Background: an optimization exercise with open tools, aiming at small area, a short achievable clock period and few clock cycles. Do not read the settings as production practice.
RTL that was checked went through simulation tests only; none was proved equivalent to the original.
The clock port is modelled as an ideal driver; clocking choices that lean on that would not hold on a real chip.
No activity file was given, so power comes from the tool's default toggle rates.

Setup of oak:
// top
module top(
    input clk,
    input rst,
    input [7:0] in_data,
    input in_valid,
    input storage_reset,
    output [11:0] out_data,
    output out_valid,
    output in_rdy,
    output [1:0] err_data,
    output err_valid
);
==> module top, before the edit <==
module top(
    input clk,
    input rst,
    input [7:0] in_data,
    input in_valid,
    input storage_reset,
    output [11:0] out_data,
    output out_valid,
    output in_rdy,
    output [1:0] err_data,
    output err_valid
);
reg  [7:0]  xq;         
reg         vq;
reg  [24:0] S;
reg  [8:0]  N;
reg  [3:0]  st;         
reg         ov, rdy;
reg  [8:0]  Rd;
reg  [12:0] Rs;
reg  [3:0]  Fh;         
wire idle  = (st == 4'd0);
wire first = (st == 4'd1);
wire rnd   = (st == 4'd13);
wire start = idle & vq & ~in_valid;
wire [3:0] st_next = idle ? {3'd0, start} : (rnd ? 4'd0 : st + 4'd1);
wire [24:0] Sn;
sqacc U1(.s(S), .x(vq ? xq : 8'd0), .sn(Sn));
wire [8:0]  Nn = N + {8'd0, vq};
always @(posedge clk or posedge rst) begin
    if (rst) begin
        vq  <= 1'b0;
        S   <= 25'd0;
        N   <= 9'd0;
        st  <= 4'd0;
        ov  <= 1'b0;
        rdy <= 1'b1;
    end else begin
        vq  <= in_valid;
        S   <= storage_reset ? 25'd0 : Sn;
        N   <= storage_reset ? 9'd0 : Nn;
        st  <= st_next;
        ov  <= rnd;
        rdy <= (st_next == 4'd0) & ~in_valid;
    end
end
reg [1:0] yb;
always @(*) begin
    case (st)
        4'd1: yb = S[15:14];
        4'd2: yb = S[13:12];
        4'd3: yb = S[11:10];
        4'd4: yb = S[9:8];
        4'd5: yb = S[7:6];
        4'd6: yb = S[5:4];
        4'd7: yb = S[3:2];
        4'd8: yb = S[1:0];
        default: yb = 2'b00;
    endcase
end
wire [11:0] F = {Fh, first ? 8'd0 : xq};
wire [8:0]  rd_out;
wire [12:0] rs_out;
wire        b;
sqrt U0(
    .rd_in  (Rd),
    .yb     (yb),
    .divisor(N),
    .zero_q (rnd),
    .rs_in  (Rs),
    .f_in   (F),
    .rd_out (rd_out),
    .rs_out (rs_out),
    .b      (b)
);
wire [11:0] f_next = rnd ? F + {11'd0, b} : {F[10:0], b};
always @(posedge clk) begin
    xq <= idle ? in_data : f_next[7:0];
    Fh <= idle ? 4'd0 : f_next[11:8];
    Rd <= idle ? Sn[24:16] : rd_out;
    Rs <= idle ? 13'd0 : rs_out;
end
assign out_data  = {Fh, xq};
assign out_valid = ov;
assign in_rdy    = rdy;
assign err_data  = 2'b00;
assign err_valid = 1'b0;
endmodule
Settings: LEC_CHECK=0, CAP_MARGIN=20, CORE_MARGIN=2, CORE_UTILIZATION=40, SLEW_MARGIN=20; clock period 100.0 ns.
standard.sh (not shown) runs the stock make flow with config.mk's settings and CLKGATE_MAP_FILE= SYNTH_SCRIPT=/design/flow/synth_recipe.tcl, a recipe that flattens the netlist after the stock synthesis.
==> flow/flow/run.sh <==
#!/bin/bash
# The standard layout (the standard.sh, standard synthesis) with two
# changes: plain buf_1 cells as the port buffers, and a one-level clock tree
# built by flow/clock_tree.tcl before CTS (4 clkbuf_16 driving the
# flip-flops) instead of TritonCTS's H-tree.
export FLOW_CLK_BUFS=4
export FLOW_CLK_CELL=sky130_fd_sc_hd__clkbuf_16
bash standard.sh BUFFER_PORTS_ARGS="-buffer_cell sky130_fd_sc_hd__buf_1" \
  PRE_CTS_TCL="$PWD/flow/clock_tree.tcl" finish > standard.log 2>&1
Other scripts of this flow, unchanged in this note and not shown: flow/flow/clock_tree.tcl
Inputs modified between oak and pine:
diff --git a/flow/design.v b/flow/design.v
--- a/flow/design.v
+++ b/flow/design.v
@@ -52,39 +52,42 @@
     output out_valid,
     output in_rdy,
     output [1:0] err_data,
     output err_valid
 );
-reg  [7:0]  xq;         
-reg         vq;
+reg  [7:0]  xq;
+reg         vq, srq;
 reg  [24:0] S;
 reg  [8:0]  N;
 reg  [3:0]  st;         
 reg         ov, rdy;
 reg  [8:0]  Rd;
 reg  [12:0] Rs;
-reg  [3:0]  Fh;         
+reg  [11:0] F;
+always @(posedge clk)
+    xq <= in_data;
+wire [24:0] Sn;
+sqacc U1(.s(srq ? 25'd0 : S), .x(vq ? xq : 8'd0), .sn(Sn));
+wire [8:0]  Nn = (srq ? 9'd0 : N) + {8'd0, vq};
 wire idle  = (st == 4'd0);
-wire first = (st == 4'd1);
 wire rnd   = (st == 4'd13);
 wire start = idle & vq & ~in_valid;
 wire [3:0] st_next = idle ? {3'd0, start} : (rnd ? 4'd0 : st + 4'd1);
-wire [24:0] Sn;
-sqacc U1(.s(S), .x(vq ? xq : 8'd0), .sn(Sn));
-wire [8:0]  Nn = N + {8'd0, vq};
 always @(posedge clk or posedge rst) begin
     if (rst) begin
         vq  <= 1'b0;
+        srq <= 1'b0;
         S   <= 25'd0;
         N   <= 9'd0;
         st  <= 4'd0;
         ov  <= 1'b0;
         rdy <= 1'b1;
     end else begin
         vq  <= in_valid;
-        S   <= storage_reset ? 25'd0 : Sn;
-        N   <= storage_reset ? 9'd0 : Nn;
+        srq <= storage_reset;
+        S   <= Sn;
+        N   <= Nn;
         st  <= st_next;
         ov  <= rnd;
         rdy <= (st_next == 4'd0) & ~in_valid;
     end
 end
@@ -100,11 +103,10 @@
         4'd7: yb = S[3:2];
         4'd8: yb = S[1:0];
         default: yb = 2'b00;
     endcase
 end
-wire [11:0] F = {Fh, first ? 8'd0 : xq};
 wire [8:0]  rd_out;
 wire [12:0] rs_out;
 wire        b;
 sqrt U0(
     .rd_in  (Rd),
@@ -115,18 +117,16 @@
     .f_in   (F),
     .rd_out (rd_out),
     .rs_out (rs_out),
     .b      (b)
 );
-wire [11:0] f_next = rnd ? F + {11'd0, b} : {F[10:0], b};
 always @(posedge clk) begin
-    xq <= idle ? in_data : f_next[7:0];
-    Fh <= idle ? 4'd0 : f_next[11:8];
     Rd <= idle ? Sn[24:16] : rd_out;
     Rs <= idle ? 13'd0 : rs_out;
+    F  <= idle ? 12'd0 : (rnd ? F + {11'd0, b} : {F[10:0], b});
 end
-assign out_data  = {Fh, xq};
+assign out_data  = F;
 assign out_valid = ov;
 assign in_rdy    = rdy;
 assign err_data  = 2'b00;
 assign err_valid = 1'b0;
 endmodule
==> run summary <==
Going from oak to pine, async set-or-reset flop fraction in the synthesized netlist shrinks by 4.7 points.
pine vs. oak: chip height did not really move; switching share of power went down by 3.0 points.
Smallest setup slack after layout ends up higher on pine.
The reported sequential group power number comes out higher for pine vs oak.
The run showing the greater global routing usage summed across all routing layers is oak.
Cell area of pine exceeds that of oak slightly.
pine vs oak: sum of met3 wire segment lengths after detailed routing down
Taking oak as the reference, in pine maximum number of pins on one net before global-route repair lost about 2.2%; total power after layout fell 28 uW; routed wire length shrank by about 10%; largest stage delay on the critical path down 0.18 ns; final-layout worst hold slack moved down.
Share of the yosys chip area belonging to registers (higher): pine
Testbench counts of pine, summed over its fixed seeds: cycles 9,702.
The RTL of oak was laid out without a check of its function.

-- re-timing with driven ports --
The flow's constraints put no driver on any port. The routed layouts listed below were extracted and timed again, unchanged, in two steps. Step 1 sets driving cells, clkbuf_16 on the clock port and buf_2 on the other inputs (assumed; they add their load-dependent delay and slew). Step 2 times the ports against the registers' clock, not the clock port: input delays grow and output delays shrink by t, the midpoint of the rising clock arrivals with the driver on. Slacks: ideal ports / drivers / drivers and shift; pairs: ideal ports / drivers.
run	t (ns)	slack for setup (ns)	worst data-port slew with drivers (ns)
oak	0.225	78.942 / 78.860 / 79.085	0.03
pine	0.230	79.126 / 79.047 / 79.083	0.03
After both steps every run listed still meets setup and hold. For pine, which loses most, drivers alone change the setup slack by -0.079 ns; drivers and shift together by -0.043 ns.
